From an optimization exercise on the open Yosys and OpenROAD flow, aimed at small area; shortcuts taken in it are not production practice.
Where RTL was checked, it was by simulation tests only, not by an equivalence proof against the original.
Power and IR drop assume default switching activity.

==> violet <==
## voices
module voices (
    input  logic        clk,
    input  logic        rst_n,
    input  logic        sample_strobe,
    input  logic [63:0] freq_in,
    input  logic [47:0] pulse_width_in,
    input  logic [31:0] wave_ctrl_in,
    input  logic [15:0] attack_in,
    input  logic [15:0] decay_in,
    input  logic [15:0] sustain_in,
    input  logic [15:0] release_in,
    output logic [15:0] left_out,
    output logic [15:0] right_out
);
==> flow/config.mk <==
export PLATFORM = sky130hd
export DESIGN_NAME = voices
export DESIGN_NICKNAME = voices
export VERILOG_FILES = /design/flow/design.v
export SDC_FILE = /design/flow/constraint.sdc
export NUM_CORES = 4
export LEC_CHECK = 0
export ABC_AREA = 1
export CAP_MARGIN = 20
export CORE_MARGIN = 2
export CORE_UTILIZATION = 40
export SLEW_MARGIN = 20
==> flow/constraint.sdc <==
create_clock -name core_clock -period 20.0 [get_ports {clk}]
set_input_delay 4.0000 -clock core_clock [delete_from_list [all_inputs] [get_ports {clk}]]
set_output_delay 4.0000 -clock core_clock [all_outputs]
set_load 0.01 [all_outputs]
standard.sh (not shown) runs the stock make flow with config.mk's settings and CLKGATE_MAP_FILE= SYNTH_SCRIPT=/design/flow/synth_recipe.tcl, a recipe that flattens the netlist after the stock synthesis.
==> flow/flow/run.sh <==
#!/bin/bash
# Standard ORFS layout with three changes:
#  - after floorplanning, the logic between the registers is remapped for area
#    (OpenROAD restructure, flow/rmp.tcl),
#  - the port buffers are made of the smallest buffer cell,
#  - the clock tree is built of clkbuf_8 cells without dummy loads.
set -euo pipefail
W=$(pwd)
python3 flow/dontuse_lib.py "$FLOW_HOME/platforms/sky130hd/config.mk" \
  "$FLOW_HOME/platforms/sky130hd/lib/sky130_fd_sc_hd__tt_025C_1v80.lib" "$W/rmp.lib" > dontuse_lib.log 2>&1
export RMP_LIB="$W/rmp.lib"
export POST_FLOORPLAN_TCL="$W/flow/rmp.tcl"
export BUFFER_PORTS_ARGS="-buffer_cell sky130_fd_sc_hd__buf_1"
export CTS_ARGS="-sink_clustering_enable -repair_clock_nets -buf_list sky130_fd_sc_hd__clkbuf_8 -sink_clustering_size 18 -sink_clustering_max_diameter 60 -dont_use_dummy_load"
bash standard.sh finish > standard.log 2>&1
==> flow/flow/dontuse_lib.py <==
"""Copy a liberty file without the cells the platform marks don't-use.

usage: dontuse_lib.py PLATFORM_CONFIG_MK IN_LIB OUT_LIB
"""
import re
import sys

cfg, src, dst = sys.argv[1:4]
text = open(cfg).read()
m = re.search(r"export DONT_USE_CELLS \+= \\\n((?:.*\\\n)*.*\n)", text)
names = set(re.findall(r"sky130_\w+", m.group(1)))
lib = open(src).read()
out = []
pos = 0
dropped = 0
for cm in re.finditer(r'\n\s*cell\s*\(\s*"?(\w+)"?\s*\)\s*\{', lib):
    if cm.group(1) not in names or cm.start() < pos:
        continue
    # find the matching closing brace
    depth = 0
    i = cm.end() - 1
    while True:
        c = lib[i]
        if c == "{":
            depth += 1
        elif c == "}":
            depth -= 1
            if depth == 0:
                break
        i += 1
    out.append(lib[pos:cm.start()])
    pos = i + 1
    dropped += 1
out.append(lib[pos:])
open(dst, "w").write("".join(out))
print(f"dropped {dropped} of {len(names)} don't-use cells")
==> flow/flow/rmp.tcl <==
# Area recovery on the synthesized logic, after floorplanning (POST_FLOORPLAN_TCL).
# The registers are left as they are; only the logic between them is remapped,
# with a liberty file that leaves out the platform's don't-use cells.
restructure -liberty_file $::env(RMP_LIB) -target area \
  -tielo_port sky130_fd_sc_hd__conb_1/LO -tiehi_port sky130_fd_sc_hd__conb_1/HI \
  -work_dir $::env(OBJECTS_DIR) -abc_logfile $::env(LOG_DIR)/2_1_restructure_abc.log
==> maple: changes against violet <==
--- a/flow/design.v
+++ b/flow/design.v
@@ -145,39 +145,39 @@
     end
     ktab = m;
 endfunction
 localparam logic [255:0] KATT = ktab(1'b0);
 localparam logic [255:0] KDR  = ktab(1'b1);
 wire [3:0] drc  = st[2] ? dec_v : rel_v;
 wire       kbit = st[0] ? KDR[{drc, u[3:0]}] : KATT[{att_v, u[3:0]}];
-wire cmpv  = cmpe ^ ~st[0];
 wire gp    = st[2];
 wire nogt  = ~(gate ^ gp);                  
-wire clr   = ~nogt | ge | cmpv;             
-wire step  = nogt & ~cmpv & ge & (st[0] | (st[2] & ~st[1]));
+wire clr   = ~nogt | ge | cmpe;             
+wire step  = nogt & ~cmpe & ge & (st[0] | (st[2] & ~st[1]));
 wire inc   = step & ~st[0];
 wire setss = nogt & st[1];
 logic [2:0] nst;
 always_comb begin
-    if (!gp) nst = gate ? 3'b100 : ((st[0] & ~cmpv) ? 3'b001 : 3'b000);
+    if (!gp) nst = gate ? 3'b100 : ((st[0] & ~cmpe) ? 3'b001 : 3'b000);
     else if (!gate) nst = 3'b001;
     else if (st[1]) nst = 3'b110;
-    else nst = cmpv ? (st[0] ? 3'b110 : 3'b101) : st;
+    else nst = cmpe ? (st[0] ? 3'b110 : 3'b101) : st;
 end
 wire gef = (u == 5'd3) ? 1'b1 : ge;
 wire cef = (u == 5'd8) ? 1'b1 : cmpe;
-wire cx  = st[0] ? (st[2] & ss) : (u[2:0] != 3'd0);
 wire cyc_i = (u == 5'd19) ? 1'b1 : cyc;
 wire cye_i = (u == 5'd16) ? 1'b1 : cye;
 always_ff @(posedge clk) begin
     if (b1 & (u == 5'd2)) st <= {y0, y1, y2};
     if (b1 & win(u, 3, 15))
         ge <= (y0 & ~kbit) | (y0 & gef) | (~kbit & gef);
     if (b1 & win(u, 8, 15))
-        cmpe <= (~x8 & cx) | (~x8 & cef) | (cx & cef);
+        cmpe <= ~st[0] ? (cef & x8) :
+                st[2]  ? ((~x8 & ss) | (~x8 & cef) | (ss & cef)) :
+                         (cef & ~x8);
     cyc <= cyc_i & y16;
     cye <= cye_i & ~(x16 ^ inc);
 end
 always_comb begin
     yin17 = Y[16];
     if (b1 & win(u, 16, 18))
         yin17 = (u[1:0] == 2'd0) ? nst[0] : (u[1:0] == 2'd1) ? nst[1] : nst[2];
==> flow/flow/rmp.tcl (replaced) <==
# Area recovery on the synthesized logic, after floorplanning (POST_FLOORPLAN_TCL).
# The registers are left as they are; only the logic between them is remapped,
# with a liberty file that leaves out the platform's don't-use cells.
restructure -liberty_file $::env(RMP_LIB) -target area \
  -tielo_port sky130_fd_sc_hd__conb_1/LO -tiehi_port sky130_fd_sc_hd__conb_1/HI \
  -work_dir $::env(OBJECTS_DIR) -abc_logfile $::env(LOG_DIR)/2_1_restructure_abc.log
restructure -liberty_file $::env(RMP_LIB) -target area \
  -tielo_port sky130_fd_sc_hd__conb_1/LO -tiehi_port sky130_fd_sc_hd__conb_1/HI \
  -work_dir $::env(OBJECTS_DIR) -abc_logfile $::env(LOG_DIR)/2_1_restructure2_abc.log
- CORE_UTILIZATION: 40 -> 55
==> raven: changes against violet <==
==> flow/flow/rmp.tcl (replaced) <==
# Area recovery on the synthesized logic, after floorplanning (POST_FLOORPLAN_TCL).
# The registers are left as they are; only the logic between them is remapped,
# with a liberty file that leaves out the platform's don't-use cells.
restructure -liberty_file $::env(RMP_LIB) -target area \
  -tielo_port sky130_fd_sc_hd__conb_1/LO -tiehi_port sky130_fd_sc_hd__conb_1/HI \
  -work_dir $::env(OBJECTS_DIR) -abc_logfile $::env(LOG_DIR)/2_1_restructure_abc.log
restructure -liberty_file $::env(RMP_LIB) -target area \
  -tielo_port sky130_fd_sc_hd__conb_1/LO -tiehi_port sky130_fd_sc_hd__conb_1/HI \
  -work_dir $::env(OBJECTS_DIR) -abc_logfile $::env(LOG_DIR)/2_1_restructure2_abc.log
restructure -liberty_file $::env(RMP_LIB) -target area \
  -tielo_port sky130_fd_sc_hd__conb_1/LO -tiehi_port sky130_fd_sc_hd__conb_1/HI \
  -work_dir $::env(OBJECTS_DIR) -abc_logfile $::env(LOG_DIR)/2_1_restructure3_abc.log
==> comparison table <==
	raven	violet	maple
Post-synthesis instance area	11200 sq um	11200 sq um	11300 sq um
Post-Synth Adder-Cell Area	0.0458	0.0458	0.0398
Switching part of the total power	0.219	0.217	0.212
Time the worst path needs with I/O delays and setup	8590 ps	8920 ps	8360 ps
Worst hold-check slack	309 ps	291 ps	321 ps
Worst r2r path cells	29	28	33
Post-synthesis to final-layout area growth	5.73%	5.55%	2.35%
Std-Cell Rows	61	61	52
Count of placed standard cells including taps	1480	1488	1366
Maximum number of pins on one net before global-route repair	36	37	41
Repair and plain buffers	242	241	243
Inserted tap cell count	378	378	270
Detailed-placement wirelength estimate	18.2 mm	17.5 mm	16.5 mm
Count of nets after finishing	1338	1346	1330
Maximum single-stage delay on the critical path	420 ps	740 ps	420 ps
Sequential fraction of total cell area	0.579	0.580	0.592
Overall power of the completed layout	1.01 mW	1.01 mW	995 uW
Final worst clock skew	29.2 ps	96.1 ps	26.4 ps
Worst hold start	X[28]$_DFF_P_	Y[24]$_DFF_P_	Y[10]$_DFF_P_
Power density over the cells	85.6 nW/um^2	85.7 nW/um^2	85.9 nW/um^2
Cell leakage power	4.16 nW	4.15 nW	4.06 nW
Non-clock buffering overhead in the final layout	0.0792	0.0787	0.0816
Worst rel slew slack	0.290	0.352	0.451
CTS buffer count	23	23	21
Highest achievable clock rate	116 MHz	112 MHz	120 MHz
Result of the run	no timing/DRC/antenna violations	no timing/DRC/antenna violations	no timing/DRC/antenna violations
No functional check of the RTL was part of violet and raven.

[re-timing with driven ports]
The flow's constraints put no driver on any port. The routed layouts listed below were extracted and timed again, unchanged, in two steps. Step 1 (the two cells are an assumption about what drives the block):
set clk [get_ports {clk}]
set_driving_cell -lib_cell sky130_fd_sc_hd__clkbuf_16 $clk
set_driving_cell -lib_cell sky130_fd_sc_hd__buf_2 [delete_from_list [all_inputs] $clk]
Step 2 adds t to the input delays and takes it off the output delays; t is the mean of the earliest and latest rising clock arrival at the registers after step 1. Input paths then give back, and output paths get back, about the clock's delay inside the block. Slacks: ideal / step 1 / step 2; pairs: ideal / step 1.
run | t (ns) | setup WS [ns] | worst hold slack (ns) | latest minus earliest clock arrival (ns)
violet | 0.538 | 11.076 / 11.091 / 10.552 | 0.291 / 0.291 / 0.291 | 0.096 / 0.097
maple | 0.538 | 11.643 / 11.658 / 11.121 | 0.321 / 0.321 / 0.321 | 0.027 / 0.027
raven | 0.546 | 11.409 / 11.422 / 10.876 | 0.309 / 0.309 / 0.309 | 0.030 / 0.030
After both steps every run listed still meets setup and hold. For raven, which loses most, drivers alone change the setup slack by +0.013 ns; drivers and shift together by -0.533 ns.
